What follows belongs to an exercise in optimizing a design on an open flow for small area and a short achievable clock period; a production flow would make more cautious choices.
The RTL was checked by simulation tests, not by an equivalence proof against the original design.

[design/flow/design.v]
module recip_pl(input [9:0] m, output [11:0] a, output [5:0] s, output corr);
localparam [1535:0] TA = 1536'h40440840c41041441841c42142542942d43243643b43f44444844d45245645b46046546946e47347947e48248748d49249749d4a24a74ad4b24b84bd4c34c94cf4d44da4e04e64ec4f24f84fe50550b51151851e52552c53253954054754e55555c56356b5725795815895905985a05a85b05b85c05c95d15d95e25eb5f45fd60660f61862162b63463e64865265c66667067b68569069b6a66b16bc6c86d36df6eb6f770370f71c72973674375075e76b7797877967a47b37c27d17e07f0800;
localparam [767:0] TS = 768'h41041040e39440e39039339439350e4d454e38e61838e5d55585d56156155db7176186186175dc6d77176dd69b71d75d71b79e69e79e79e79e79e99e79e9269a69a68e7927a2aaa89ea9eab2eb2cbaebb0c30bb0d37df5e35df8f7bf7efbdfbe;
localparam [1023:0] TC = 1024'ha0000400a000008000a000a00004a0000004a0a8a80909a8a004040009040008000800040101000000000000400000004000400041000000000000000000000000010000000000000006000000000606060400200600000002020040124000020202002a000a000000000004040400090004000100400100400000;
wire [6:0] h = m[9:3];
assign s = TS[h*6 +: 6];
assign a = TA[h*12 +: 12];
assign corr = TC[m];
endmodule
module half_sigmoid(
input rstn,
input clk,
input in_valid,
input [15:0] a,
output out_valid,
output [15:0] c
);
localparam DROWS = 2;                           
localparam DSTG  = (12 + DROWS - 1) / DROWS;    
localparam LAT   = 8 + DSTG;                    
reg [LAT:0] vpipe;
always @(posedge clk)
  if (!rstn) vpipe <= 0;
  else       vpipe <= {vpipe[LAT-1:0], in_valid};
assign out_valid = vpipe[LAT];
wire [4:0] E_i   = a[14:10];
wire       clp_i = (E_i > 5'd17);
reg  [9:0] M_0; reg [4:0] E_0; reg s_0, sp_0;
always @(posedge clk) begin
  M_0  <= clp_i ? 10'd0 : a[9:0];
  E_0  <= clp_i ? 5'd18 : E_i;
  s_0  <= a[15];
  sp_0 <= (a[15:1] == 15'h0200);
end
wire        ez_a = (E_0 == 5'd0);
wire [21:0] N_a  = {11'b0, 1'b1, M_0};
wire [21:0] t_a  = (N_a << 10) + (N_a << 9) - (N_a << 6) + (N_a << 2) + N_a;
wire        t21  = t_a[21];
wire [10:0] ym_a = ez_a ? 11'd0 : (t21 ? t_a[21:11] : t_a[20:10]);
reg [10:0] ym_1; reg [4:0] E_1; reg t21_1, sy_1, sp_1;
always @(posedge clk) begin
  ym_1 <= ym_a; E_1 <= E_0; t21_1 <= t21 & ~ez_a; sy_1 <= ~s_0; sp_1 <= sp_0;
end
wire [4:0]  ey_b  = E_1 + {4'b0, t21_1};
wire        big_b = ey_b >= 5'd14;                 
wire [2:0]  ysh_b = ey_b[2:0] - 3'd6;              
wire [14:0] Y_b   = {4'b0, ym_1} << ysh_b;         
wire [3:0]  ip_b  = Y_b[14:11] + {3'b0, Y_b[10]};
wire [10:0] Fa_b  = Y_b[10] ? (11'd0 - Y_b[10:0]) : Y_b[10:0];
reg  [3:0]  lz_b;
integer ib;
always @* begin
  lz_b = 4'd11;
  for (ib = 0; ib < 11; ib = ib + 1)
    if (Fa_b[ib]) lz_b = 4'd10 - ib[3:0];
end
wire [10:0] Fn_b  = Fa_b << lz_b;
wire [10:0] fm_b  = big_b ? Fn_b : ym_1;
wire [4:0]  fe_b  = big_b ? (5'd14 - {1'b0, lz_b}) : ey_b;
wire        fs_b  = sy_1 ^ (big_b & Y_b[10]);
wire [4:0]  ipv_b = big_b ? (sy_1 ? (5'd0 - {1'b0, ip_b}) : {1'b0, ip_b}) : 5'd0;
wire [12:0] z_b = big_b ? {Fa_b, 2'b00} :
                  (ey_b == 5'd13) ? {1'b0, ym_1, 1'b0} :
                  (ey_b == 5'd12) ? {2'b0, ym_1} : 13'd0;
wire u1 = z_b >= 13'd1824, u2 = z_b >= 13'd2580, u3 = z_b >= 13'd3160,
     u4 = z_b >= 13'd3648, u5 = z_b >= 13'd4078;
wire v1  = z_b >= 13'd1074, v2  = z_b >= 13'd1518, v3  = z_b >= 13'd1859,
     v4  = z_b >= 13'd2148, v5  = z_b >= 13'd2400, v6  = z_b >= 13'd2630,
     v7  = z_b >= 13'd2840, v8  = z_b >= 13'd3036, v9  = z_b >= 13'd3220,
     v10 = z_b >= 13'd3394, v11 = z_b >= 13'd3560, v12 = z_b >= 13'd3718,
     v13 = z_b >= 13'd3870, v14 = z_b >= 13'd4016;
wire [3:0] k_b = {v8, (v4 & ~v8) | v12,
                  (v2 & ~v4) | (v6 & ~v8) | (v10 & ~v12) | v14,
                  (v1 & ~v2) | (v3 & ~v4) | (v5 & ~v6) | (v7 & ~v8) |
                  (v9 & ~v10) | (v11 & ~v12) | (v13 & ~v14)};
wire [2:0] w_b = {u3, (u1 & ~u3) | u5, ~u1 | (u2 & ~u3) | (u4 & ~u5)};
reg [10:0] fm_2; reg [4:0] fe_2; reg fs_2; reg [4:0] ipv_2; reg [3:0] k_2; reg [2:0] w_2;
always @(posedge clk) begin
  fm_2 <= fm_b; fe_2 <= fe_b; fs_2 <= fs_b; ipv_2 <= sp_1 ? 5'b10000 : ipv_b;    
  k_2 <= k_b; w_2 <= w_b;
end
wire [21:0] F_c  = {11'b0, fm_2};
wire [21:0] x0 = F_c << 10, x1 = F_c << 9, x2 = ~(F_c << 5), x3 = F_c << 3,
            x4 = w_2[2] ? (F_c << 2) : 22'd0, x5 = w_2[1] ? (F_c << 1) : 22'd0,
            x6 = w_2[0] ? F_c : 22'd0;
wire [21:0] s0 = x0 ^ x1 ^ x2,  c0 = {(x0 & x1) | (x0 & x2) | (x1 & x2), 1'b0};
wire [21:0] s1 = x3 ^ x4 ^ x5,  c1 = {(x3 & x4) | (x3 & x5) | (x4 & x5), 1'b0};
wire [21:0] s2 = s0 ^ c0 ^ s1,  c2 = {(s0 & c0) | (s0 & s1) | (c0 & s1), 1'b0};
wire [21:0] s3 = c1 ^ x6 ^ 22'd1, c3 = {(c1 & x6) | (c1 & 22'd1) | (x6 & 22'd1), 1'b0};
wire [21:0] s4 = s2 ^ c2 ^ s3,  c4 = {(s2 & c2) | (s2 & s3) | (c2 & s3), 1'b0};
wire [21:0] s5 = s4 ^ c4 ^ c3,  c5 = {(s4 & c4) | (s4 & c3) | (c4 & c3), 1'b0};
wire [21:0] tp_c = s5 + c5;
wire        tp21 = tp_c[21];
wire [4:0] fe10_c = fe_2 + 5'd10;
wire [4:0] shA_c  = (fe10_c < 5'd16) ? 5'd9 : (5'd25 - fe10_c);
wire [4:0] shB_c  = (fe10_c < 5'd15) ? 5'd9 : (5'd24 - fe10_c);
reg [11:0] tpt_4; reg [3:0] shA_4, shB_4, f15_4; reg tp21_4; reg [3:0] k_4; reg fs_4; reg [4:0] ipv_4;
always @(posedge clk) begin
  tpt_4 <= tp_c[21:10]; shA_4 <= shA_c[3:0]; shB_4 <= shB_c[3:0]; f15_4 <= 4'd15 - fe_2[3:0];
  tp21_4 <= tp21; k_4 <= k_2; fs_4 <= fs_2; ipv_4 <= ipv_2;
end
wire [10:0] mp_4   = tp21_4 ? tpt_4[11:1] : tpt_4[10:0];
wire [3:0]  sh_e   = tp21_4 ? shB_4 : shA_4;       
wire [10:0] pint_e = mp_4 >> sh_e;
wire [10:0] msk_e  = ~(11'h7ff << sh_e);
wire        stk_e  = |(mp_4 & msk_e);
wire [12:0] q3_e   = {(11'd1092 + {7'b0, k_4}), 2'b00};
wire [12:0] n_e    = fs_4 ? (q3_e + {2'b0, pint_e}) : (q3_e + {2'b11, ~pint_e} + {12'b0, ~stk_e});
wire        e27_e  = n_e[12];
wire [10:0] Mq_e   = e27_e ? n_e[12:2] : n_e[11:1];
reg [10:0] drem [0:DSTG];
reg [9:0]  dden [0:DSTG];     
reg [11:0] dq   [0:DSTG];
reg [3:0]  dS   [0:DSTG];
reg        dt21, de27;
reg        dfs  [0:DSTG];
reg [4:0]  dipv [0:DSTG];
always @(posedge clk) begin
  drem[0] <= mp_4; dden[0] <= Mq_e[9:0]; dq[0] <= 12'd0; dS[0] <= f15_4; dt21 <= tp21_4; de27 <= e27_e;
  dfs[0] <= fs_4; dipv[0] <= ipv_4;
end
genvar gs;
generate for (gs = 0; gs < DSTG; gs = gs + 1) begin : dstage
  reg [10:0] rem_o; reg [11:0] q_o;
  reg [11:0] r2, df; reg ge;
  integer rr, bit_i;
  always @* begin
    rem_o = drem[gs]; q_o = dq[gs];
    for (rr = 0; rr < DROWS; rr = rr + 1) begin
      bit_i = 11 - (gs*DROWS + rr);
      if (bit_i >= 0) begin
        if (bit_i == 11) r2 = {1'b0, rem_o};
        else             r2 = {rem_o, 1'b0};
        df = {1'b0, r2[10:0]} - {2'b01, dden[gs]};
        ge = r2[11] | ~df[11];
        q_o[bit_i] = ge;
        rem_o = ge ? df[10:0] : r2[10:0];
      end
    end
  end
  always @(posedge clk) begin
    drem[gs+1] <= rem_o; dq[gs+1] <= q_o; dden[gs+1] <= dden[gs];
    dS[gs+1] <= (gs == 0) ? (dS[gs] + {3'b0, de27} - {3'b0, dt21}) : dS[gs]; dfs[gs+1] <= dfs[gs]; dipv[gs+1] <= dipv[gs];
  end
end endgenerate
wire [11:0] q12_f = dq[DSTG];
wire        bq_f  = q12_f[11];
wire [3:0]  S_f   = dS[DSTG];                      
wire [10:0] Qs_f  = q12_f >> S_f;
wire [11:0] low_f = q12_f & ~(12'hfff << S_f);
wire        dstk_f = |{low_f[11:1], low_f[0] & ~bq_f};
wire [11:0] X_f = !dfs[DSTG] ? (12'd2048 + {1'b0, Qs_f[10:1], 1'b0}) :
                               (12'd2048 - {1'b0, Qs_f} - {11'b0, dstk_f});
wire [4:0] ipv_f = dipv[DSTG];
wire       pos_f = ~ipv_f[4] & (ipv_f != 5'd0);
wire       zr_f  = (ipv_f == 5'd0);
wire [4:0] sa_f  = pos_f ? (5'd12 - ipv_f) : (5'd1 - ipv_f);
reg [11:0] X_6; reg pos_6, zr_6; reg [3:0] sa_6; reg sp_6;
always @(posedge clk) begin
  X_6 <= X_f; pos_6 <= pos_f; zr_6 <= zr_f; sa_6 <= sa_f[3:0] | {4{sa_f[4]}}; sp_6 <= (ipv_f == 5'b10000);
end
wire [11:0] Xs_g = X_6 >> sa_6;                      
wire [13:0] S_g  = {1'b0, X_6, 1'b0} + (14'd1 << sa_6);  
reg  [9:0]  p1m_g; reg [4:0] ce_g;                    
always @* begin
  if (!pos_6) begin
    if (zr_6 && X_6[11]) begin p1m_g = {1'b0, X_6[10:2]}; ce_g = 5'd13; end
    else                 begin p1m_g = Xs_g[9:0];         ce_g = 5'd14; end
  end else begin
    if (S_g[13])      begin p1m_g = S_g[12:3]; ce_g = 5'd1 + {1'b0, sa_6}; end
    else if (S_g[12]) begin p1m_g = S_g[11:2]; ce_g = 5'd2 + {1'b0, sa_6}; end
    else              begin p1m_g = S_g[10:1]; ce_g = 5'd3 + {1'b0, sa_6}; end
  end
end
reg [9:0] p1m_7; reg [4:0] ce_7; reg sp_7;
always @(posedge clk) begin
  p1m_7 <= p1m_g; ce_7 <= ce_g; sp_7 <= sp_6;
end
wire [11:0] ra_h; wire [5:0] rs_h; wire rc_h;
recip_pl u_rcp(.m(p1m_7), .a(ra_h), .s(rs_h), .corr(rc_h));
reg [11:0] ra_8; reg [5:0] rs_8; reg [2:0] rl_8; reg rc_8; reg [4:0] ce_8; reg sp_8;
always @(posedge clk) begin
  ra_8 <= ra_h; rs_8 <= rs_h; rl_8 <= p1m_7[2:0]; rc_8 <= rc_h; ce_8 <= ce_7; sp_8 <= sp_7;
end
wire [8:0]  sl_i = rs_8 * rl_8 + 9'd16;
wire [11:0] r_i  = ra_8 - {8'b0, sl_i[8:5]} - {11'b0, rc_8};
reg [15:0] c_r;
always @(posedge clk) c_r <= sp_8 ? 16'hf801 : {1'b0, ce_8 + {4'b0, r_i[11]}, r_i[9:0]};
assign c = c_r;
endmodule
[design/flow/standard.sh]
#!/bin/bash
# synth_recipe.tcl (not shown) runs the flow's synth.tcl, then flattens the netlist and writes it again
# the make line also repeats each setting of config.mk as NAME=value (left out here)
make -C /OpenROAD-flow-scripts/flow DESIGN_CONFIG=/design/flow/config.mk WORK_HOME=/design/flow/orfs CLKGATE_MAP_FILE= SYNTH_SCRIPT=/design/flow/synth_recipe.tcl "${@:-finish}"
[design/flow/config.mk]
export PLATFORM = sky130hd
export DESIGN_NAME = half_sigmoid
export DESIGN_NICKNAME = half_sigmoid
export VERILOG_FILES = /design/flow/design.v
export SDC_FILE = /design/flow/constraint.sdc
export NUM_CORES = 8
export LEC_CHECK = 0
export ABC_AREA = 1
export CAP_MARGIN = 20
export CORE_MARGIN = 2
export CORE_UTILIZATION = 40
export GPL_TIMING_DRIVEN = 0
export SETUP_SLACK_MARGIN = 5
export SLEW_MARGIN = 20
[design/flow/constraint.sdc]
create_clock -name core_clock -period 9.5 [get_ports {clk}]
set_input_delay 1.9000 -clock core_clock [delete_from_list [all_inputs] [get_ports {clk}]]
set_output_delay 1.9000 -clock core_clock [all_outputs]
set_load 0.01 [all_outputs]
[design/flow/flow/remap.tcl]
yosys -import
set lib $::env(LIB)
set dont {}
foreach c {probe_p_8 probec_p_8} { lappend dont -dont_use sky130_fd_sc_hd__$c }
lappend dont -dont_use {sky130_fd_sc_hd__lpflow_*} -dont_use {sky130_fd_sc_hd__fill_*}
read_liberty -ignore_miss_func $lib
read_verilog $::env(IN)
hierarchy -top $::env(TOP)
set seq {}
foreach m [split [string trim [tee -q -s result.string select -list-mod =A:liberty_cell]] "\n"] { }
# keep flip-flops and tie cells as cells
foreach c [split [exec grep -o {sky130_fd_sc_hd__\(df\|conb\|dl\|sdf\|ed\)[a-z0-9_]*} $::env(IN) | sort -u] "\n"] {
  if {$c ne ""} { setattr -mod -set keep_hierarchy 1 $c; lappend seq $c }
}
flatten
opt_clean
abc -liberty $lib {*}$dont -script "+strash;dch,-f;map,-D,2500;topo;buffer;upsize;dnsize" -constr flow/abc.constr
opt_clean -purge
foreach c $seq { blackbox $c }
hierarchy -top $::env(TOP)
hilomap -singleton -hicell sky130_fd_sc_hd__conb_1 HI -locell sky130_fd_sc_hd__conb_1 LO
splitnets
opt_clean -purge
tee -o $::env(OUT).stat stat -liberty $lib
write_verilog -noattr -noexpr -nohex -nodec $::env(OUT)
[design/flow/flow/run.sh]
#!/bin/bash
# Standard ORFS layout, except that after the standard synthesis the
# combinational logic between the registers is re-mapped by ABC for area
# (flip-flops, their names and cell types are kept as synthesis made them).
set -euo pipefail
RES=$PWD/orfs/results/$FLOW_PLATFORM/half_sigmoid/base
YOSYS=$FLOW_HOME/../tools/install/yosys/bin/yosys
bash standard.sh synth > synth.log 2>&1
cp $RES/1_2_yosys.v $RES/1_2_yosys_std.v
LIB=$FLOW_HOME/platforms/$FLOW_PLATFORM/lib/sky130_fd_sc_hd__tt_025C_1v80.lib \
IN=$RES/1_2_yosys_std.v OUT=$RES/1_2_yosys.v TOP=$FLOW_TOP \
  $YOSYS -c flow/remap.tcl > remap.log 2>&1
bash standard.sh finish BUFFER_PORTS_ARGS="-buffer_cell sky130_fd_sc_hd__buf_4" SETUP_SLACK_MARGIN=5.5 > standard.log 2>&1
[design/flow/flow/abc.constr]
set_driving_cell sky130_fd_sc_hd__buf_1
set_load 5
==> flow_summary.json, run 1 <==
{
  "avgRoutedWirePerCell_um": 13.0,
  "drc": 0,
  "setup_tns_ps": 0,
  "layout.cells.most_common": "nand2_1",
  "crit_buf_inv": 2,
  "cp.arrival_ps": 4340,
  "stdcell_area_sq_um": 30600,
  "cp.required_ps": 9930,
  "core_area_sq_um": 66900,
  "synth_area_per_cell_sq_um": 6.47,
  "whs_ps": 298,
  "grt_pass1_vias": 23800,
  "clockRootBuffer": "clkbuf_16",
  "grt_start_max_net_pins": 16,
  "path_max_fanout": 10,
  "max-cap-violations": 0,
  "hp-start": "dfs[0]$_DFF_P_",
  "path_class": "reg2reg",
  "clk_latency_ps": 610,
  "fmax_ghz": 0.255,
  "layout-drive-gt1-share_pct": 10.1,
  "numPortBuffers": 35,
  "syn_area_sq_um": 26900,
  "htreeDepth": 2,
  "antenna_left": 0,
  "layout_common_cells": "nand2_1 (868), nor2_1 (663), inv_1 (583)",
  "die-area_sq_um": 69300,
  "critPathTopFamily": "simple AND/OR/NAND/NOR gates",
  "syn2layout_area_growth_pct": 13.8,
  "dpl.cell_count": 5068,
  "crit_top_cell": "nor2_1",
  "gp_congestion": 0.977,
  "grt_pass1_wl_mm": 112,
  "antenna_found_initial": 0,
  "synth_fp_nets": 4179,
  "yosys_warnings": 7,
  "regToRegSetupSlack_ps": 5580,
  "cts_buffers": 47,
  "hold_buffers": 0,
  "synthesis.instances": 4160,
  "end_kind": "register",
  "r2r_cells": 12,
  "final_max_slew_viol_count": 0,
  "worstMarginPinSlew_ps": 1020,
  "overflow": 0,
  "post_dp_cell_area_sq_um": 28300,
  "status": "finished clean",
  "cts_sinks": 433,
  "dp_hpwl_mm": 52.2,
  "worstReg2RegEnd": "ra_8[2]$_DFF_P_",
  "vias": 25800,
  "diodes": 0,
  "vias_per_cell": 4.99,
  "hold_path_depth": 0,
  "die-width_um": 263,
  "start_util_pct": 40.2,
  "drtIter0Drc": 1805,
  "slowest_stage": "clkbuf_1",
  "clk_pin_slew_ps": 60,
  "io_pins": 36,
  "fin_crit_ps": 3920,
  "max-slew-margin-rel_pct": 31.5,
  "cp_cell_sequence": "clkbuf_1 > clkinvlp_4 > nor2_2 > nor2_1 > nor2_1 > nor2_1 > nand2_1 > nor2_1 > o32ai_1 > nand2_1 > o311ai_0 > nand3_1",
  "holdPathEnd": "dfs[1]$_DFF_P_",
  "finalCritPeriodShare_pct": 41.2,
  "cts_tree": "yes",
  "firstDrtPassIters": 6,
  "skew_ps": 30.6,
  "hold_viol": 0,
  "grtUsageTotal_pct": 19.0,
  "cts_buffer_depth": 3,
  "critPathLaunchType": "register",
  "nets": 4278,
  "max_stage_delay_ps": 580,
  "rsz0062_at_grt": "true",
  "reg2reg_from": "p1m_7[4]$_DFF_P_",
  "stdcell_count": 5171,
  "die_h_um": 263,
  "rows": 95,
  "wl_mm": 67.4,
  "setup_violations": 0,
  "hold_path_class": "reg2reg"
}
[layer usage]
layer / vias to the layer above / share of wire, % / GRT usage, %
li1: 13600 / - / -
met1: 11300 / 45 / 23.4
met2: 619 / 47 / 33.4
met3: 174 / 4.8 / 2.65
met4: 0 / 3.6 / 7.04
met5: - / 0 / 0
[sequential cells by signal, summed over array words and instances, names as in the netlist, 11 cells and up]
name   flops
X_6       12
dipv      35
ym_1      11
vpipe     15
ra_8      12
drem      66
fm_2      11
tpt_4     12
dden      60
dq        42
dS        28
c_r       16
[worst max path at each step]
stage / from / to / slack (ps) / cells past startpoint
after floorplan: dden[1][2]$_DFF_P_ / drem[2][3]$_DFF_P_ / 6330 / 25
after global placement: p1m_7[4]$_DFF_P_ / ra_8[3]$_DFF_P_ / 5350 / 12
after detailed placement: tpt_4[11]$_DFF_P_ / dden[0][9]$_DFF_P_ / 5490 / 18
after CTS: E_1[0]$_DFF_P_ / w_2[0]$_DFF_P_ / 5500 / 15
after global routing: t21_1$_DFF_P_ / k_2[0]$_DFF_P_ / 5400 / 22
final: p1m_7[4]$_DFF_P_ / ra_8[2]$_DFF_P_ / 5580 / 12
[worst reg2reg max path, stage by stage, from the launching register on]
cell and delay, ps:
dfxtp_1 300, clkbuf_1 580, clkinvlp_4 520, nor2_2 480
nor2_1 320, nor2_1 440, nor2_1 180, nand2_1 140
nor2_1 80, o32ai_1 270, nand2_1 120, o311ai_0 120
nand3_1 210
[through the flow]
| stage | setup WS (ps) | util, % |
|---|---|---|
| final | 5580 | 45.7 |
| after global placement | 5350 | 42.2 |
| after floorplan | 6330 | - |
| after global routing | 5400 | 45.7 |
| after detailed placement | 5490 | 42.2 |
| after CTS | 5500 | 45.0 |
[final cells by class]
| type | instances | area (sq um) |
|---|---|---|
| tap | 873 | 1090 |
| fill | 6962 | 36300 |
| buffer | 71 | 385 |
| timing repair buffer | 50 | 388 |
| clock inverter | 30 | 532 |
| clock buffer | 58 | 1300 |
| inverter | 610 | 2310 |
| multi-input combinational | 3046 | 15900 |
| sequential | 433 | 8680 |
[repair_timing]
item,4_1_cts,5_1_grt
buffers inserted,0,15
endpoints found under the hold margin,0,0
pin swaps,0,14
resized for setup,1,120
endpoints found under the setup margin,1,104
cloned,0,0
==> inputs of run 2 (changes only) <==
--- a/design/flow/flow/run.sh
+++ b/design/flow/flow/run.sh
@@ -12,2 +12,2 @@
   $YOSYS -c flow/remap.tcl > remap.log 2>&1
-bash standard.sh finish BUFFER_PORTS_ARGS="-buffer_cell sky130_fd_sc_hd__buf_4" SETUP_SLACK_MARGIN=5.5 > standard.log 2>&1
+bash standard.sh finish BUFFER_PORTS_ARGS="-buffer_cell sky130_fd_sc_hd__buf_4" SETUP_SLACK_MARGIN=5.4 > standard.log 2>&1
==> run 2 against run 1 <==
Effect of this change:
- sequential cell count unchanged
- highest routed layer unchanged
- critical path depth stayed put
- first-iteration DRC count decreased by 6.2%
==> flow_summary.json, run 2 <==
{
  "dp_hpwl_mm": 52.2,
  "cp.required_ps": 9950,
  "cts_sinks": 433,
  "syn2layout_area_growth_pct": 12.5,
  "clk_pin_slew_ps": 60,
  "fillers": 6992,
  "synth_area_per_cell_sq_um": 6.47,
  "rows": 95,
  "regMostFlops": "drem",
  "rsz0062_at_grt": "true",
  "hold_path_class": "reg2reg",
  "antenna_left": 0,
  "clk_latency_ps": 620,
  "setup_slack_ps": 5570,
  "max-slew-margin-rel_pct": 33.5,
  "synthesis.instances": 4160,
  "die_h_um": 263,
  "vias_per_cell": 4.97,
  "path_max_fanout": 10,
  "overflow": 0,
  "area.sequential_sq_um": 8670,
  "grt_start_max_net_pins": 16,
  "core_area_sq_um": 66900,
  "multi_input_area_sq_um": 15700,
  "stdcell_area_sq_um": 30300,
  "nets": 4265,
  "die-width_um": 263,
  "setup_tns_ps": 0,
  "antenna_found_initial": 0,
  "firstDrtPassIters": 7,
  "grt_pass1_wl_mm": 112,
  "cts_buffer_depth": 3,
  "clockRootBuffer": "clkbuf_16",
  "final_max_slew_viol_count": 0,
  "grt_pass1_vias": 23800,
  "cts_buffers": 47,
  "drc": 0,
  "numPortBuffers": 35,
  "vias": 25600,
  "fmax_ghz": 0.254,
  "layout-drive-gt1-share_pct": 8.96,
  "r2r_cells": 12,
  "reg.largest.list": "drem x66, dden x60, dq x42",
  "avgRoutedWirePerCell_um": 13.0,
  "layout.cells.most_common": "nand2_1",
  "gp_congestion": 0.977,
  "hold_path_depth": 0,
  "start_util_pct": 40.2,
  "diodes": 0,
  "cp.arrival_ps": 4380,
  "end_kind": "register",
  "largest_reg_flops": 66,
  "htreeDepth": 2,
  "synth_fp_nets": 4179,
  "io_pins": 36,
  "grtUsageTotal_pct": 18.9,
  "die-area_sq_um": 69300,
  "worstMarginPinSlew_ps": 993,
  "final_util_pct": 45.2,
  "skew_ps": 30.2,
  "path_class": "reg2reg",
  "setup_violations": 0,
  "post_dp_cell_area_sq_um": 28300,
  "yosys_warnings": 7,
  "syn_area_sq_um": 26900,
  "critPathLaunchType": "register",
  "drtIter0Drc": 1693,
  "max-cap-violations": 0,
  "post-place-ws_ps": 5490,
  "fin_crit_ps": 3930,
  "hold_viol": 0,
  "layout_common_cells": "nand2_1 (872), nor2_1 (666), inv_1 (587)",
  "finalCritPeriodShare_pct": 41.4,
  "wl_mm": 66.9,
  "status": "finished clean",
  "cts_tree": "yes"
}
## run 2: critical path, stage by stage (launching register included)
cell,delay (ps)
dfxtp_1,310
clkbuf_1,520
clkinv_1,560
nor2_2,510
nor2_1,320
nor2_1,450
nor2_1,190
nand2_1,140
nor2_1,70
nor3_1,320
o21ai_0,120
o311ai_0,110
nand3_1,170
## run 2: layer usage
| metal | wire, um | part of all wire, % | vias up | GRT usage [%] |
|---|---|---|---|---|
| li1 | - | - | 13600 | - |
| met1 | 29700 | 44 | 11200 | 23.4 |
| met2 | 31400 | 47 | 636 | 33.4 |
| met3 | 3470 | 5.2 | 166 | 2.65 |
| met4 | 2360 | 3.5 | 0 | 7.04 |
| met5 | 0 | 0 | - | 0 |
## run 2: cell type report
cell class | count | share of cell area (%)
timing repair buffer | 37 | 0.918
tap | 873 | 3.61
clock buffer | 58 | 4.29
inverter | 610 | 7.58
clock inverter | 30 | 1.76
sequential | 433 | 28.6
buffer | 71 | 1.22
multi-input combinational | 3046 | 52.0
## run 2: final timing paths
check,startpoint,end,slack [ps]
setup / recovery,p1m_7[4]$_DFF_P_,ra_8[3]$_DFF_P_,5570
hold reg to reg,dfs[0]$_DFF_P_,dfs[1]$_DFF_P_,300
hold / removal,dfs[0]$_DFF_P_,dfs[1]$_DFF_P_,300
setup reg to reg,p1m_7[4]$_DFF_P_,ra_8[3]$_DFF_P_,5570
## run 2: repair_timing
item,CTS,global route
gates resized for setup,0,53
buffers inserted,0,2
endpoints found under the hold margin,0,0
hold buffers,0,0
setup endpoints to repair,0,62
## run 2: through the flow
step                std cells  hold slack [ps]
floorplan                4160              310
global placement         5068              310
detailed placement       5068              312
CTS                      5156              302
global route             5158              313
finish                   5158              299
==> inputs of run 3 (changes only) <==
--- a/design/flow/flow/run.sh
+++ b/design/flow/flow/run.sh
@@ -3,3 +3,5 @@
 # combinational logic between the registers is re-mapped by ABC for area
-# (flip-flops, their names and cell types are kept as synthesis made them).
+# (flip-flops, their names and cell types are kept as synthesis made them),
+# the port buffers are buf_4 cells and timing repair aims at a 3.9 ns period
+# (setup margin 5.6 ns at the design's 9.5 ns clock; the SDC is unchanged).
 set -euo pipefail
@@ -12,2 +14,2 @@
   $YOSYS -c flow/remap.tcl > remap.log 2>&1
-bash standard.sh finish BUFFER_PORTS_ARGS="-buffer_cell sky130_fd_sc_hd__buf_4" SETUP_SLACK_MARGIN=5.4 > standard.log 2>&1
+bash standard.sh finish BUFFER_PORTS_ARGS="-buffer_cell sky130_fd_sc_hd__buf_4" SETUP_SLACK_MARGIN=5.6 > standard.log 2>&1
--- a/design/flow/config.mk
+++ b/design/flow/config.mk
@@ -11,2 +11,3 @@
 export CORE_UTILIZATION = 40
+export CTS_BUF_LIST = sky130_fd_sc_hd__clkbuf_4 sky130_fd_sc_hd__clkbuf_8
 export GPL_TIMING_DRIVEN = 0
==> run 3 against run 2 <==
Effect of this change:
- maximum frequency up 7.5%
- highest routed layer unchanged
- critical path type unchanged
- cell count rose by 1.8%
- sequential cell count is the same
- largest cell class unchanged
- critical endpoint is now k_2[0]$_DFF_P_
- setup slack improved by 270 ps
- synthesized area did not move
- count of clock-buffer cells in the layout increased by 51
- critical path depth is 8 higher
==> flow_summary.json, run 3 <==
{
  "reg.largest.list": "drem x66, dden x60, dq x42",
  "layout.cells.most_common": "nand2_1",
  "largest_reg_flops": 66,
  "die-width_um": 263,
  "firstDrtPassIters": 7,
  "clk_latency_ps": 680,
  "cts_buffer_depth": 3,
  "vias": 26100,
  "path_max_fanout": 10,
  "numPortBuffers": 35,
  "path_class": "reg2reg",
  "die-area_sq_um": 69300,
  "final_util_pct": 46.4,
  "nets": 4338,
  "core_area_sq_um": 66900,
  "drtIter0Drc": 1706,
  "grtUsageTotal_pct": 19.1,
  "skew_ps": 46.9,
  "max-cap-violations": 0,
  "status": "finished clean",
  "rsz0062_at_grt": "true",
  "layout-drive-gt1-share_pct": 13.2,
  "gp_congestion": 0.977,
  "die_h_um": 263,
  "dpl.cell_count": 5068,
  "area.sequential_sq_um": 8690,
  "finalCritPeriodShare_pct": 38.5,
  "multi_input_area_sq_um": 16200,
  "setup_tns_ps": 0,
  "end_kind": "register",
  "drc": 0,
  "clockRootBuffer": "clkbuf_8",
  "grt_pass1_vias": 24000,
  "grt_start_max_net_pins": 13,
  "overflow": 0,
  "fmax_ghz": 0.273,
  "fin_crit_ps": 3660,
  "stdcell_count": 5249,
  "layout_common_cells": "nand2_1 (860), nor2_1 (653), inv_1 (577)",
  "setup_violations": 0,
  "cp.required_ps": 10060,
  "htreeDepth": 3,
  "final_max_slew_viol_count": 0,
  "regMostFlops": "drem",
  "max-slew-margin-rel_pct": 37.7,
  "clk_pin_slew_ps": 60,
  "yosys_warnings": 7,
  "synth_area_per_cell_sq_um": 6.47,
  "synthesis.instances": 4160,
  "syn2layout_area_growth_pct": 15.5,
  "antenna_left": 0,
  "cp.arrival_ps": 4220,
  "syn_area_sq_um": 26900,
  "cts_buffers": 75,
  "avgRoutedWirePerCell_um": 13.0,
  "vias_per_cell": 4.98,
  "io_pins": 36,
  "cts_tree": "yes",
  "antenna_found_initial": 1,
  "fillers": 6947,
  "start_util_pct": 40.2,
  "cts_sinks": 433,
  "grt_pass1_wl_mm": 112,
  "hold_viol": 0,
  "worstMarginPinSlew_ps": 925,
  "rows": 95,
  "hold_path_class": "reg2reg",
  "dp_hpwl_mm": 52.2,
  "synth_fp_nets": 4179,
  "wl_mm": 68.5,
  "critPathLaunchType": "register"
}
-- run 3: final timing paths --
kind	slack, ps	end	start	depth (start not counted)
max reg2reg	5840	k_2[0]$_DFF_P_	t21_1$_DFF_P_	20
min reg2reg	290	dfs[6]$_DFF_P_	dfs[5]$_DFF_P_	0
min	290	dfs[6]$_DFF_P_	dfs[5]$_DFF_P_	0
max	5840	k_2[0]$_DFF_P_	t21_1$_DFF_P_	20
-- run 3: metrics by stage --
step           setup WS [ps]  cell area, sq um  hold WS, ps
6_report                5840             31100          288
5_1_grt                 5540             31100          306
4_1_cts                 5640             30000          290
3_5_place_dp            5490             28300          312
3_3_place_gp            5350             28300          310
2_1_floorplan           6330             26900          310
-- run 3: layout make-up --
class	count	area share (%)
Multi-Input combinational cell	3047	52.2
Timing Repair Buffer	81	2.07
Tap cell	873	3.51
Sequential cell	433	28.0
Inverter	610	7.43
Clock inverter	24	1.07
Clock buffer	109	4.42
Buffer	71	1.31
Antenna cell	1	0.00805
-- run 3: timing repair --
action / 4_1_cts / 5_1_grt
endpoints found under the setup margin: 11 / 119
gates resized for setup: 5 / 217
pin swaps: 0 / 47
endpoints found under the hold margin: 0 / 0
hold buffers: 0 / 0
setup buffers: 0 / 45
gates cloned: 0 / 2
-- run 3: critical path: stages (launching register included) --
cell and delay (ps):
dfxtp_1 310, nor2_1 180, nor2_4 90, inv_1 180, nand2_1 170, o21ai_1 370, nand2_4 130, nand2_1 120
nor2_2 50, nand3_1 100, nand2_2 110, buf_12 140, xor2_4 170, nand2_1 80, nand2_1 140, nor2_1 310
o21ai_0 190, a211oi_2 340, o311a_1 230, nor3_2 40, o311ai_0 90
-- run 3: layer usage --
metal	GRT usage (%)	vias to the layer above	wire length, um
met5	0	-	0
met4	7.83	0	2210
met3	2.91	166	3700
met2	33.4	633	32500
met1	23.4	11500	30100
li1	-	13800	-
==> inputs of run 4 (changes only) <==
--- a/design/flow/config.mk
+++ b/design/flow/config.mk
@@ -11,3 +11,2 @@
 export CORE_UTILIZATION = 40
-export CTS_BUF_LIST = sky130_fd_sc_hd__clkbuf_4 sky130_fd_sc_hd__clkbuf_8
 export GPL_TIMING_DRIVEN = 0
==> run 4 against run 3 <==
Effect of this change:
- still clean
- cell count fell by 0.93%
- synthesized cell count did not move
- sequential share of layout area fell by 0.083 points
- setup slack improved by 11 ps
- clock skew fell by 16 ps
- global-route usage fell by 0.13 points
- core utilization rose by 0.15 points
- critical endpoint is now fm_2[5]$_DFF_P_
==> flow_summary.json, run 4 <==
{
  "syn_area_sq_um": 26900,
  "stdcell_count": 5200,
  "path_max_fanout": 10,
  "rsz0062_at_grt": "true",
  "wl_mm": 68.1,
  "synth_area_per_cell_sq_um": 6.47,
  "hold_viol": 0,
  "cp_cell_sequence": "nand2_1 > inv_2 > nor2_1 > nor2_4 > inv_1 > buf_2 > nand3_1 > nand2_1 > o21ai_4 > buf_12 > nand2_1 > xnor2_4 > o21ai_0 > nand2_1 > a21oi_1 > o21ai_2 > nand2_1 > nand2_2 > o21ai_0 > a21oi_1 > nor3_1 > a221oi_1",
  "area.sequential_sq_um": 8690,
  "numPortBuffers": 35,
  "avgRoutedWirePerCell_um": 13.1,
  "cp.arrival_ps": 4160,
  "worstReg2RegEnd": "fm_2[5]$_DFF_P_",
  "crit_buf_inv": 4,
  "slowest_stage": "dfxtp_1",
  "core_area_sq_um": 66900,
  "vias": 25900,
  "worstSetupStartpoint": "E_1[0]$_DFF_P_",
  "clockRootBuffer": "clkbuf_16",
  "cts_sinks": 433,
  "reg.largest.list": "drem x66, dden x60, dq x42",
  "final_util_pct": 46.6,
  "layout.cells.most_common": "nand2_1",
  "max-slew-margin-rel_pct": 36.7,
  "syn2layout_area_growth_pct": 15.9,
  "antenna_left": 0,
  "finalCritPeriodShare_pct": 38.4,
  "gp_congestion": 0.977,
  "worstMarginPinSlew_ps": 946,
  "synthesis.instances": 4160,
  "critPathLaunchType": "register",
  "cts_buffer_depth": 3,
  "dp_hpwl_mm": 52.2,
  "hold_buffers": 0,
  "cp.required_ps": 10010,
  "hold_path_class": "reg2reg",
  "fillers": 6904,
  "die-area_sq_um": 69300,
  "layout-drive-gt1-share_pct": 12.3,
  "die_h_um": 263,
  "regMostFlops": "drem",
  "setup_tns_ps": 0,
  "whs_ps": 299,
  "path_class": "reg2reg",
  "endpoint": "fm_2[5]$_DFF_P_",
  "largest_reg_flops": 66,
  "clk_pin_slew_ps": 60,
  "rows": 95,
  "nets": 4307,
  "overflow": 0,
  "max-cap-violations": 0,
  "yosys_warnings": 7,
  "synth_fp_nets": 4179,
  "fin_crit_ps": 3650,
  "grtUsageTotal_pct": 19.0,
  "critPathTopFamily": "compound AO/OA/AOI/OAI gates",
  "vias_per_cell": 4.98,
  "setup_violations": 0,
  "grt_pass1_wl_mm": 112,
  "io_pins": 36,
  "multi_input_area_sq_um": 16200,
  "crit_top_cell": "nand2_1",
  "diodes": 0,
  "start_util_pct": 40.2,
  "max_stage_delay_ps": 330,
  "firstDrtPassIters": 9,
  "regToRegSetupSlack_ps": 5850,
  "reg2reg_from": "E_1[0]$_DFF_P_",
  "final_max_slew_viol_count": 0,
  "end_kind": "register",
  "dpl.cell_count": 5068,
  "cts_tree": "yes",
  "cp.depth": 22,
  "fmax_ghz": 0.274,
  "skew_ps": 30.9,
  "drc": 0,
  "die-width_um": 263,
  "htreeDepth": 2,
  "clk_latency_ps": 610,
  "drtIter0Drc": 1717,
  "grt_pass1_vias": 23800,
  "grt_start_max_net_pins": 16,
  "r2r_cells": 22,
  "antenna_found_initial": 0,
  "cts_buffers": 47,
  "status": "finished clean",
  "layout_common_cells": "nand2_1 (858), nor2_1 (650), inv_1 (578)"
}
==> run 4: routing by layer <==
metal,vias to the layer above,GRT usage [%],part of all wire [%]
li1,13700,-,-
met1,11400,23.4,44
met2,642,33.4,47
met3,171,2.65,4.9
met4,0,7.04,3.4
met5,-,0,0
==> run 4: final cells by class <==
cell class,count,area share (%)
clock inverters,30,1.71
plain buffers,71,1.30
repair buffers,78,1.96
inverters,610,7.41
flip-flops and latches,433,27.9
clock buffers,58,4.16
well taps,873,3.50
multi-input cells,3047,52.1
==> run 4: worst min-delay path by stage <==
stage,depth (start not counted),slack (ps),startpoint,to
2_1_floorplan,0,310,ce_7[0]$_DFF_P_,ce_8[0]$_DFF_P_
3_3_place_gp,0,310,sp_6$_DFF_P_,sp_7$_DFF_P_
4_1_cts,0,300,dfs[0]$_DFF_P_,dfs[1]$_DFF_P_
6_report,0,300,dfs[0]$_DFF_P_,dfs[1]$_DFF_P_
5_1_grt,0,310,dfs[0]$_DFF_P_,dfs[1]$_DFF_P_
3_5_place_dp,0,310,ce_7[2]$_SDFF_PN1_,ce_8[2]$_DFF_P_
==> run 4: what timing repair did <==
item	in CTS	in global routing
pin swaps	0	42
setup buffers	0	42
endpoints found under the setup margin	11	120
endpoints found under the hold margin	0	0
gates cloned	0	2
gates resized for setup	4	223
==> run 4: worst register-to-register path, cell delays in order, from the launching register on <==
cell,delay [ps]
dfxtp_1,330
nand2_1,60
inv_2,80
nor2_1,70
nor2_4,210
inv_1,110
buf_2,200
nand3_1,120
nand2_1,100
o21ai_4,230
buf_12,150
nand2_1,120
xnor2_4,270
o21ai_0,130
nand2_1,80
a21oi_1,70
o21ai_2,210
nand2_1,90
nand2_2,180
o21ai_0,140
a21oi_1,260
nor3_1,80
a221oi_1,250
==> run 4: through the flow <==
step	area [sq um]	worst slack [ps]
finish	31200	5850
global route	31200	5540
CTS	30100	5600
detailed placement	28300	5490
global placement	28300	5350
floorplan	26900	6330
==> inputs of run 5 (changes only) <==
--- a/design/flow/config.mk
+++ b/design/flow/config.mk
@@ -11,2 +11,4 @@
 export CORE_UTILIZATION = 40
+export CTS_BUF_LIST = sky130_fd_sc_hd__clkbuf_8
+export CTS_CLUSTER_SIZE = 30
 export GPL_TIMING_DRIVEN = 0
==> run 5 against run 4 <==
Effect of this change:
- die area stayed put
- sequential cell count unchanged
- worst hold slack lost 9.9 ps
- count of clock-buffer cells in the layout is 31 higher
- global-route usage increased by 0.13 points
- largest cell class unchanged
- first-iteration DRC count is 3.8% lower
==> flow_summary.json, run 5 <==
{
  "status": "finished clean",
  "max-slew-margin-rel_pct": 34.0,
  "overflow": 0,
  "critPathLaunchType": "register",
  "numPortBuffers": 35,
  "setup_violations": 0,
  "antenna_left": 0,
  "max-cap-violations": 0,
  "synthesis.instances": 4160,
  "end_kind": "register",
  "core_area_sq_um": 66900,
  "cts_buffers": 75,
  "grt_pass1_wl_mm": 112,
  "layout_common_cells": "nand2_1 (864), nor2_1 (653), inv_1 (597)",
  "rsz0062_at_grt": "true",
  "r2r_cells": 22,
  "drt-met1-wl_mm": 30.1,
  "clk_pin_slew_ps": 60,
  "die_h_um": 263,
  "nets": 4339,
  "hold_path_depth": 0,
  "drtIter0Drc": 1652,
  "io_pins": 36,
  "wl_met2_mm": 32.4,
  "final_max_slew_viol_count": 0,
  "skew_ps": 45.9,
  "worstReg2RegEnd": "fm_2[5]$_DFF_P_",
  "firstDrtPassIters": 8,
  "antenna_found_initial": 1,
  "grt_start_max_net_pins": 13,
  "cp.arrival_ps": 4260,
  "grt_pass1_vias": 24000,
  "rows": 95,
  "reg.largest.list": "drem x66, dden x60, dq x42",
  "gp_congestion": 0.977,
  "grtUsageTotal_pct": 19.1,
  "layout-drive-gt1-share_pct": 12.6,
  "fmax_ghz": 0.271,
  "clk_latency_ps": 680,
  "drc": 0,
  "die-area_sq_um": 69300,
  "worstMarginPinSlew_ps": 987,
  "syn_area_sq_um": 26900,
  "path_max_fanout": 10,
  "cp.required_ps": 10070,
  "vias": 26100,
  "regToRegSetupSlack_ps": 5810,
  "regMostFlops": "drem",
  "final_util_pct": 46.3,
  "dp_hpwl_mm": 52.2,
  "wl_mm": 68.3,
  "die-width_um": 263,
  "setup_tns_ps": 0,
  "reg2reg_from": "t21_1$_DFF_P_",
  "cts_sinks": 433,
  "fin_crit_ps": 3690,
  "path_class": "reg2reg",
  "avgRoutedWirePerCell_um": 13.0,
  "hold_path_class": "reg2reg",
  "largest_reg_flops": 66,
  "top_layer_used": "met4",
  "hold_viol": 0,
  "whs_ps": 289,
  "syn2layout_area_growth_pct": 15.2,
  "endpoint": "fm_2[5]$_DFF_P_",
  "synth_fp_nets": 4179,
  "clockRootBuffer": "clkbuf_8",
  "routed-wl-met3_mm": 3.52,
  "layout.cells.most_common": "nand2_1",
  "vias_per_cell": 4.98,
  "finalCritPeriodShare_pct": 38.8,
  "cts_tree": "yes",
  "synth_area_per_cell_sq_um": 6.47,
  "worstSetupStartpoint": "t21_1$_DFF_P_",
  "start_util_pct": 40.2,
  "cts_buffer_depth": 3,
  "yosys_warnings": 7,
  "htreeDepth": 3,
  "fillers": 6951
}
run 5: changes by cell type in the layout (fill, tap and decap cells not counted), moves of 5 or more:
cell / before / now
clkbuf_16: 47 / 0
buf_4: 82 / 87
nand2_1: 858 / 864
inv_1: 578 / 597
clkbuf_8: 8 / 89
nand2_2: 36 / 28
bufinv_16: 11 / 6
run 5: how the worst min path moves through the flow:
| stage | start | to | slack (ps) |
|---|---|---|---|
| after floorplan | ce_7[0]$_DFF_P_ | ce_8[0]$_DFF_P_ | 310 |
| after global placement | sp_6$_DFF_P_ | sp_7$_DFF_P_ | 310 |
| after detailed placement | ce_7[2]$_SDFF_PN1_ | ce_8[2]$_DFF_P_ | 310 |
| after CTS | dfs[5]$_DFF_P_ | dfs[6]$_DFF_P_ | 300 |
| after global routing | dS[4][3]$_DFF_P_ | dS[5][3]$_DFF_P_ | 310 |
| final | dfs[5]$_DFF_P_ | dfs[6]$_DFF_P_ | 290 |
run 5: stage by stage:
| step | instances | setup slack [ps] | cell area, sq um |
|---|---|---|---|
| 2_1_floorplan | 4160 | 6330 | 26900 |
| 3_3_place_gp | 5068 | 5350 | 28300 |
| 3_5_place_dp | 5068 | 5490 | 28300 |
| 4_1_cts | 5201 | 5630 | 29900 |
| 5_1_grt | 5250 | 5550 | 31000 |
| 6_report | 5250 | 5810 | 31000 |
run 5: critical path, stage by stage (launching register included):
cell      delay (ps)
dfxtp_1          320
nand2_1           60
inv_2             80
nor2_1            60
nor2_4           190
inv_1            100
buf_2            190
nand3_1          120
nand2_1          100
o21ai_4          240
buf_12           150
nand2_1           60
xor2_1           460
nand2_1          130
a21oi_1          190
o21ai_2          110
nand2_1           90
nand2_2          140
nand2_1           90
o21ai_0          110
a21oi_1          250
nor3_1            80
a221oi_1         260
run 5: timing repair:
item | 4_1_cts | 5_1_grt
pin swaps | 0 | 44
buffers inserted | 0 | 46
cloned | 0 | 2
setup endpoints to repair | 11 | 118
hold buffers | 0 | 0
gates resized for setup | 5 | 209
run 5: cell type report:
type / instances / area [sq um] / area share [%]
Antenna cell: 1 / 2.50 / 0.00808
Buffer: 71 / 405 / 1.31
Clock buffer: 89 / 1220 / 3.95
Clock inverter: 44 / 407 / 1.31
Inverter: 610 / 2310 / 7.45
Multi-Input combinational cell: 3047 / 16200 / 52.3
Sequential cell: 433 / 8690 / 28.0
Tap cell: 873 / 1090 / 3.53
Timing Repair Buffer: 82 / 651 / 2.10
run 5: metal layers:
layer / vias up / track usage [%]
met5: - / 0
met4: 0 / 7.98
met3: 165 / 2.96
met2: 673 / 33.3
met1: 11500 / 23.3
li1: 13800 / -
==> inputs of run 6 (changes only) <==
--- a/design/flow/design.v
+++ b/design/flow/design.v
@@ -18,3 +18,3 @@
 localparam DROWS = 2;                           
-localparam DSTG  = (12 + DROWS - 1) / DROWS;    
+localparam DSTG  = (10 + DROWS - 1) / DROWS;    
 localparam LAT   = 8 + DSTG;                    
@@ -130,3 +130,3 @@
       bit_i = 11 - (gs*DROWS + rr);
-      if (bit_i >= 0) begin
+      if (bit_i >= 2) begin
         if (bit_i == 11) r2 = {1'b0, rem_o};
@@ -145,3 +145,3 @@
 end endgenerate
-wire [11:0] q12_f = dq[DSTG];
+wire [11:0] q12_f = {dq[DSTG][11:2], 2'b00};
 wire        bq_f  = q12_f[11];
@@ -150,3 +150,5 @@
 wire [11:0] low_f = q12_f & ~(12'hfff << S_f);
-wire        dstk_f = |{low_f[11:1], low_f[0] & ~bq_f};
+wire [12:0] r2s_f = bq_f ? {1'b0, drem[DSTG], 1'b0} : {drem[DSTG], 2'b00};
+wire        stl_f = r2s_f >= {2'b01, dden[DSTG]};
+wire        dstk_f = (|low_f) | stl_f;
 wire [11:0] X_f = !dfs[DSTG] ? (12'd2048 + {1'b0, Qs_f[10:1], 1'b0}) :
--- a/design/flow/config.mk
+++ b/design/flow/config.mk
@@ -11,4 +11,2 @@
 export CORE_UTILIZATION = 40
-export CTS_BUF_LIST = sky130_fd_sc_hd__clkbuf_8
-export CTS_CLUSTER_SIZE = 30
 export GPL_TIMING_DRIVEN = 0
==> run 6 against run 5 <==
Effect of this change:
- cell count decreased by 3.6%
- maximum frequency decreased by 2.8%
- still clean
- clock skew decreased by 20 ps
- sequential share of layout area decreased by 0.89 points
- sequential cell count decreased by 23
- first-iteration DRC count increased by 3.4%
==> flow_summary.json, run 6 <==
{
  "antenna_left": 0,
  "status": "finished clean",
  "grt_pass1_vias": 23300,
  "hold_path_depth": 0,
  "synthesis.instances": 4017,
  "stdcell_area_sq_um": 30400,
  "antenna_found_initial": 0,
  "cts_buffers": 46,
  "skew_ps": 25.7,
  "die-width_um": 257,
  "cp.depth": 22,
  "dp_hpwl_mm": 51.9,
  "layout_common_cells": "nand2_1 (839), nor2_1 (628), inv_1 (558)",
  "rsz0062_at_grt": "true",
  "core_area_sq_um": 63200,
  "syn_area_sq_um": 25600,
  "layout.cells.most_common": "nand2_1",
  "synth_area_per_cell_sq_um": 6.38,
  "wl_mm": 69.1,
  "vias": 25800,
  "largest_reg_flops": 66,
  "worstSetupStartpoint": "dden[4][2]$_DFF_P_",
  "die_h_um": 257,
  "cp_cell_sequence": "inv_2 > nand2_1 > nand2_1 > o21a_1 > nor2_2 > o21ai_2 > a21boi_2 > nor2_2 > a21oi_2 > o211ai_2 > o21ai_2 > nand3_4 > nand3_4 > clkbuf_4 > nand3_1 > o21ai_0 > xor2_1 > o21ai_0 > o21ai_4 > a21oi_4 > buf_6 > o21ai_1",
  "worstMarginPinSlew_ps": 923,
  "critPathLaunchType": "register",
  "crit_buf_inv": 3,
  "clockRootBuffer": "clkbuf_16",
  "setup_violations": 0,
  "start_util_pct": 40.5,
  "max-slew-margin-rel_pct": 38.2,
  "finalCritPeriodShare_pct": 39.9,
  "cp.arrival_ps": 4300,
  "drtIter0Drc": 1708,
  "hold_buffers": 0,
  "reg.largest.list": "drem x66, dden x60",
  "diodes": 0,
  "path_max_fanout": 10,
  "avgRoutedWirePerCell_um": 13.7,
  "firstDrtPassIters": 6,
  "cts_buffer_depth": 3,
  "hold_viol": 0,
  "gp_congestion": 1.01,
  "setup_tns_ps": 0,
  "hp-start": "f15_4[3]$_DFF_P_",
  "hold_path_class": "reg2reg",
  "htreeDepth": 2,
  "reg2reg_from": "dden[4][2]$_DFF_P_",
  "syn2layout_area_growth_pct": 18.7,
  "synth_fp_nets": 4036,
  "max-cap-violations": 0,
  "post_dp_cell_area_sq_um": 26900,
  "end_kind": "register",
  "clk_pin_slew_ps": 60,
  "path_class": "reg2reg",
  "slowest_stage": "dfxtp_2",
  "grt_start_max_net_pins": 15,
  "regMostFlops": "drem",
  "overflow": 0,
  "numPortBuffers": 35,
  "fin_crit_ps": 3790,
  "fmax_ghz": 0.264,
  "cts_tree": "yes",
  "cp.required_ps": 10000,
  "max_stage_delay_ps": 340,
  "die-area_sq_um": 66100,
  "rows": 92,
  "clk_latency_ps": 580,
  "final_max_slew_viol_count": 0,
  "drc": 0,
  "r2r_cells": 22,
  "io_pins": 36,
  "layout-drive-gt1-share_pct": 13.0,
  "grt_pass1_wl_mm": 111,
  "critPathTopFamily": "compound AO/OA/AOI/OAI gates",
  "nets": 4198,
  "cts_sinks": 410,
  "vias_per_cell": 5.10,
  "yosys_warnings": 7,
  "grtUsageTotal_pct": 19.7
}
run 6: worst paths after layout:
path	to	slack [ps]
min reg2reg	dS[0][3]$_DFF_P_	310
max reg2reg	drem[5][5]$_DFF_P_	5710
max	drem[5][5]$_DFF_P_	5710
min	dS[0][3]$_DFF_P_	310
run 6: worst reg2reg max path: stages, from the launching register on:
cell and delay [ps]:
dfxtp_2 340, inv_2 60, nand2_1 70, nand2_1 80
o21a_1 210, nor2_2 150, o21ai_2 90, a21boi_2 230
nor2_2 80, a21oi_2 190, o211ai_2 140, o21ai_2 120
nand3_4 150, nand3_4 140, clkbuf_4 240, nand3_1 80
o21ai_0 190, xor2_1 260, o21ai_0 220, o21ai_4 260
a21oi_4 110, buf_6 170, o21ai_1 140
run 6: routing by layer:
metal / global-route usage, % / vias to the layer above / share of wire, %
li1: - / 13400 / -
met1: 25.1 / 11600 / 44
met2: 33.8 / 650 / 47
met3: 2.56 / 166 / 5.0
met4: 7.66 / 0 / 3.4
met5: 0 / - / 0
run 6: area by class of cell:
class / instances / area [sq um]
Clock inverter: 33 / 546
Buffer: 72 / 425
Sequential cell: 410 / 8260
Tap cell: 846 / 1060
Multi-Input combinational cell: 2951 / 15800
Timing Repair Buffer: 113 / 882
Inverter: 585 / 2210
Clock buffer: 53 / 1230
Fill cell: 6422 / 32800
run 6: through the flow:
stage | hold slack [ps] | utilization [%] | setup WS, ps | cells
floorplan | 310 | - | 6170 | 4017
global placement | 310 | 42.6 | 5030 | 4898
detailed placement | 312 | 42.6 | 5080 | 4898
CTS | 316 | 45.7 | 5600 | 4988
global route | 327 | 48.1 | 5380 | 5063
finish | 314 | 48.1 | 5710 | 5063
run 6: what timing repair did:
action,in CTS,in global routing
setup endpoints to repair,57,135
resized for setup,35,337
cloned,0,9
buffers inserted,4,66
pin swaps,4,80
hold endpoints to repair,0,0
==> inputs of run 7 (changes only) <==
--- a/design/flow/flow/remap.tcl
+++ b/design/flow/flow/remap.tcl
@@ -16,3 +16,3 @@
 opt_clean
-abc -liberty $lib {*}$dont -script "+strash;dch,-f;map,-D,2500;topo;buffer;upsize;dnsize" -constr flow/abc.constr
+abc -liberty $lib {*}$dont -script "+strash;dch,-f;map,-D,2800;topo;buffer;upsize;dnsize" -constr flow/abc.constr
 opt_clean -purge
==> run 7 against run 6 <==
Effect of this change:
- register-to-register slack got worse by 280 ps
- non-clock buffer count up 172
- largest cell class unchanged
- cell count increased by 1.9%
- global-route usage up 0.49 points
- sequential cell count stayed put
- still clean
==> flow_summary.json, run 7 <==
{
  "status": "finished clean",
  "die-area_sq_um": 65000,
  "syn_area_sq_um": 25200,
  "setup_violations": 0,
  "finalCritPeriodShare_pct": 42.9,
  "synth_fp_nets": 3965,
  "path_max_fanout": 5,
  "synthesis.instances": 3946,
  "yosys_warnings": 7,
  "die-width_um": 255,
  "clk_latency_ps": 600,
  "skew_ps": 43.9,
  "drc": 0,
  "worstMarginPinSlew_ps": 899,
  "max-cap-violations": 0,
  "syn2layout_area_growth_pct": 27.1,
  "rows": 92,
  "cts_buffer_depth": 3,
  "overflow": 0,
  "cts_buffers": 45,
  "whs_ps": 301,
  "vias_per_cell": 5.06,
  "grt_start_max_net_pins": 15,
  "setup_tns_ps": 0,
  "grtUsageTotal_pct": 20.2,
  "start_util_pct": 40.2,
  "clockRootBuffer": "clkbuf_16",
  "numPortBuffers": 35,
  "antenna_found_initial": 0,
  "diodes": 0,
  "crit_top_cell": "buf_4",
  "die_h_um": 255,
  "synth_area_per_cell_sq_um": 6.39,
  "nets": 4300,
  "fmax_ghz": 0.245,
  "grt_pass1_vias": 23600,
  "max_stage_delay_ps": 370,
  "layout_common_cells": "nand2_1 (720), nor2_1 (612), inv_1 (553)",
  "final_util_pct": 51.1,
  "fin_crit_ps": 4080,
  "path_class": "reg2reg",
  "io_pins": 36,
  "antenna_left": 0,
  "clk_pin_slew_ps": 60,
  "reg.largest.list": "drem x66, dden x60",
  "cp.required_ps": 10000,
  "fillers": 6133,
  "hold_buffers": 0,
  "cts_sinks": 410,
  "vias": 26100,
  "critPathLaunchType": "register",
  "layout-drive-gt1-share_pct": 21.0,
  "hold_path_class": "reg2reg",
  "wl_mm": 71.0,
  "slowest_stage": "dfxtp_4",
  "firstDrtPassIters": 6,
  "regMostFlops": "drem",
  "core_area_sq_um": 62700,
  "gp_congestion": 1.03,
  "end_kind": "register",
  "cts_tree": "yes",
  "rsz0062_at_grt": "true",
  "grt_pass1_wl_mm": 110,
  "layout.cells.most_common": "nand2_1",
  "drtIter0Drc": 1791,
  "cp.arrival_ps": 4580,
  "hold_viol": 0,
  "dp_hpwl_mm": 49.9,
  "largest_reg_flops": 66,
  "avgRoutedWirePerCell_um": 13.8,
  "final_max_slew_viol_count": 0,
  "max-slew-margin-rel_pct": 39.5,
  "htreeDepth": 2
}
run 7: stage by stage:
| stage | setup slack (ps) | std cells | instance area (sq um) |
|---|---|---|---|
| 2_1_floorplan | 5830 | 3946 | 25200 |
| 3_3_place_gp | 4820 | 4827 | 26500 |
| 3_5_place_dp | 4850 | 4827 | 26500 |
| 4_1_cts | 5550 | 5035 | 29600 |
| 5_1_grt | 5210 | 5160 | 32000 |
| 6_report | 5420 | 5160 | 32000 |
run 7: critical path, delay by kind of cell, from the launching register on:
family / cells / cell delay, ps
simple gates: 7 / 660
buf+inv: 11 / 1430
compound gates: 8 / 940
fa+ha+maj: 1 / 320
flops: 1 / 370
xor+xnor: 1 / 260
run 7: final timing paths:
kind,startpoint,end,slack (ps),depth (start not counted)
worst max-delay path,drem[3][0]$_SDFF_PP0_,drem[4][9]$_DFF_P_,5420,28
worst min-delay path,sp_7$_DFF_P_,sp_8$_DFF_P_,300,0
worst max register to register,drem[3][0]$_SDFF_PP0_,drem[4][9]$_DFF_P_,5420,28
worst min register to register,sp_7$_DFF_P_,sp_8$_DFF_P_,300,0
run 7: area by class of cell:
class                      instances  area, sq um  share of cell area, %
multi-input combinational       2862        16200                   50.5
sequential                       410         8310                   25.9
inverter                         605         2320                   7.25
timing repair buffer             286         2260                   7.04
clock buffer                      64         1290                   4.02
tap                              846         1060                   3.30
buffer                            71          435                   1.36
clock inverter                    16          199                  0.621
run 7: repair_timing:
item	4_1_cts	5_1_grt
pin swaps	59	162
resized for setup	208	513
setup endpoints to repair	125	130
gates cloned	6	4
setup buffers	122	121
run 7: metal layers:
metal  vias to the layer above  GRT usage (%)  part of all wire, %
li1                      13400              -                    -
met1                     11800           23.8                   41
met2                       738           36.6                   49
met3                       240           2.38                  4.7
met4                         0           9.29                  4.5
met5                         -              0                    0
==> inputs of run 8 (changes only) <==
--- a/design/flow/flow/remap.tcl
+++ b/design/flow/flow/remap.tcl
@@ -16,3 +16,3 @@
 opt_clean
-abc -liberty $lib {*}$dont -script "+strash;dch,-f;map,-D,2800;topo;buffer;upsize;dnsize" -constr flow/abc.constr
+abc -liberty $lib {*}$dont -script "+strash;dch,-f;map,-D,2000;topo;buffer;upsize;dnsize" -constr flow/abc.constr
 opt_clean -purge
==> run 8 against run 7 <==
Effect of this change:
- still clean
- routed wire length rose by 2.6%
- register-to-register slack improved by 360 ps
- non-clock buffer count fell by 240
- first-iteration DRC count fell by 5.1%
- sequential share of layout area rose by 1.2 points
- critical endpoint is now ra_8[3]$_DFF_P_
==> flow_summary.json, run 8 <==
{
  "overflow": 0,
  "core_area_sq_um": 67000,
  "diodes": 0,
  "path_max_fanout": 9,
  "worstMarginPinSlew_ps": 930,
  "avgRoutedWirePerCell_um": 13.8,
  "synth_area_per_cell_sq_um": 6.31,
  "max_stage_delay_ps": 600,
  "crit_buf_inv": 2,
  "layout.cells.most_common": "nand2_1",
  "path_class": "reg2reg",
  "grt_start_max_net_pins": 15,
  "reg2reg_from": "p1m_7[4]$_DFF_P_",
  "clk_pin_slew_ps": 60,
  "io_pins": 36,
  "max-cap-violations": 0,
  "holdPathEnd": "dS[5][2]$_DFF_P_",
  "vias": 27600,
  "rows": 95,
  "die-area_sq_um": 69800,
  "rsz0062_at_grt": "true",
  "largest_reg_flops": 66,
  "grt_pass1_wl_mm": 121,
  "final_max_slew_viol_count": 0,
  "cp.required_ps": 9890,
  "synth_fp_nets": 4308,
  "fin_crit_ps": 3710,
  "layout-drive-gt1-share_pct": 7.01,
  "start_util_pct": 40.4,
  "clockRootBuffer": "clkbuf_16",
  "hold_path_class": "reg2reg",
  "regMostFlops": "drem",
  "cp.arrival_ps": 4100,
  "end_kind": "register",
  "syn_area_sq_um": 27100,
  "synthesis.instances": 4289,
  "hold_viol": 0,
  "stdcell_area_sq_um": 30300,
  "fillers": 7212,
  "setup_slack_ps": 5790,
  "crit_top_cell": "nor2_1",
  "grtUsageTotal_pct": 20.3,
  "yosys_warnings": 7,
  "grt_pass1_vias": 25700,
  "numPortBuffers": 35,
  "critPathLaunchType": "register",
  "nets": 4393,
  "fmax_ghz": 0.269,
  "die-width_um": 264,
  "finalCritPeriodShare_pct": 39.1,
  "regToRegSetupSlack_ps": 5790,
  "cp_cell_sequence": "clkbuf_1 > inv_1 > nor2_1 > nor2_1 > nor2_1 > nor2_1 > nand2_1 > a31oi_1 > o311ai_0 > o211ai_1",
  "die_h_um": 264,
  "setup_violations": 0,
  "max-slew-margin-rel_pct": 37.8,
  "status": "finished clean",
  "area.sequential_sq_um": 8210,
  "layout_common_cells": "nand2_1 (999), nor2_1 (572), inv_1 (536)",
  "vias_per_cell": 5.23,
  "setup_tns_ps": 0,
  "antenna_left": 0,
  "dp_hpwl_mm": 57.4,
  "wl_mm": 72.8,
  "drtIter0Drc": 1699,
  "firstDrtPassIters": 7,
  "whs_ps": 321,
  "cts_buffer_depth": 3,
  "syn2layout_area_growth_pct": 11.8,
  "use_met2_pct": 36.0,
  "critPathTopFamily": "simple AND/OR/NAND/NOR gates",
  "clk_latency_ps": 590,
  "hp-start": "dS[4][2]$_DFF_P_",
  "post_dp_cell_area_sq_um": 28400,
  "r2r_cells": 10,
  "gr-max-usage-layer": "met2",
  "cts_buffers": 45,
  "hold_path_depth": 0,
  "htreeDepth": 2,
  "cts_tree": "yes",
  "slowest_stage": "nor2_1",
  "gp_congestion": 1.00,
  "grt_use_met3_pct": 2.68,
  "skew_ps": 25.8,
  "antenna_found_initial": 0,
  "drc": 0,
  "cts_sinks": 410,
  "reg.largest.list": "drem x66, dden x60",
  "met1_usage_pct": 25.4,
  "worstReg2RegEnd": "ra_8[3]$_DFF_P_",
  "multi_input_area_sq_um": 16600,
  "post-place-ws_ps": 5610
}
run 8: worst register-to-register path, stage by stage (launching register included):
cell and delay, ps:
dfxtp_1 300, clkbuf_1 440, inv_1 290, nor2_1 540, nor2_1 260, nor2_1 600
nor2_1 260, nand2_1 160, a31oi_1 80, o311ai_0 330, o211ai_1 260
run 8: how the worst max path moves through the flow:
stage	end	startpoint	slack [ps]	cells past startpoint
global placement	fm_2[2]$_DFF_P_	E_1[0]$_DFF_P_	5520	19
detailed placement	fm_2[10]$_DFF_P_	E_1[0]$_DFF_P_	5610	19
global route	dden[0][0]$_DFF_P_	tpt_4[11]$_DFF_P_	5560	17
finish	ra_8[3]$_DFF_P_	p1m_7[4]$_DFF_P_	5790	10
floorplan	drem[1][1]$_DFF_P_	dden[0][2]$_DFF_P_	6540	17
CTS	fm_2[8]$_DFF_P_	E_1[0]$_DFF_P_	5640	19
run 8: routing by layer:
layer / vias up / part of all wire, %
met5: - / 0
met4: 0 / 2.9
li1: 14400 / -
met3: 149 / 5.1
met1: 12400 / 45
met2: 666 / 47
run 8: timing repair:
| action | 4_1_cts | 5_1_grt |
|---|---|---|
| gates resized for setup | 3 | 87 |
| buffers inserted | 0 | 3 |
| hold buffers | 0 | 0 |
| pin swaps | 0 | 6 |
| setup endpoints to repair | 5 | 94 |
| gates cloned | 0 | 0 |
run 8: area by class of cell:
cell class / instances / share of cell area, %
tap: 873 / 3.61
clock buffer: 55 / 4.01
multi-input combinational: 3242 / 55.0
inverter: 558 / 6.96
timing repair buffer: 38 / 0.943
sequential: 410 / 27.1
buffer: 79 / 1.28
clock inverter: 26 / 1.09
run 8: through the flow:
step	util, %	cells
2_1_floorplan	-	4289
6_report	45.1	5281
3_3_place_gp	42.4	5197
5_1_grt	45.1	5281
3_5_place_dp	42.4	5197
4_1_cts	44.7	5278

## port drivers added, routing unchanged
No port has a modelled driver above. Below, the same layouts with a new extraction and two added sets of constraints. Step 1 (the two cells are an assumption about what drives the block):
set clk [get_ports {clk}]
set_driving_cell -lib_cell sky130_fd_sc_hd__clkbuf_16 $clk
set_driving_cell -lib_cell sky130_fd_sc_hd__buf_2 [delete_from_list [all_inputs] $clk]
Step 2 adds t to the input delays and takes it off the output delays; t is the mean of the earliest and latest rising clock arrival at the registers after step 1. Input paths then give back, and output paths get back, about the clock's delay inside the block. a / b / c = no drivers / after step 1 / after step 2; a / b = the first two.
run	t, ns	setup slack, ns	latest minus earliest clock arrival (ns)
run 1	0.661	5.584 / 5.584 / 5.584	0.031 / 0.031
run 2	0.661	5.566 / 5.566 / 5.566	0.031 / 0.031
run 3	0.706	5.839 / 5.839 / 5.839	0.051 / 0.050
run 4	0.661	5.850 / 5.850 / 5.850	0.031 / 0.031
run 5	0.708	5.812 / 5.812 / 5.812	0.050 / 0.049
run 6	0.635	5.706 / 5.706 / 5.706	0.027 / 0.027
run 7	0.645	5.423 / 5.423 / 5.423	0.049 / 0.049
run 8	0.634	5.787 / 5.787 / 5.787	0.028 / 0.028
After both steps setup and hold are still met in every run listed.
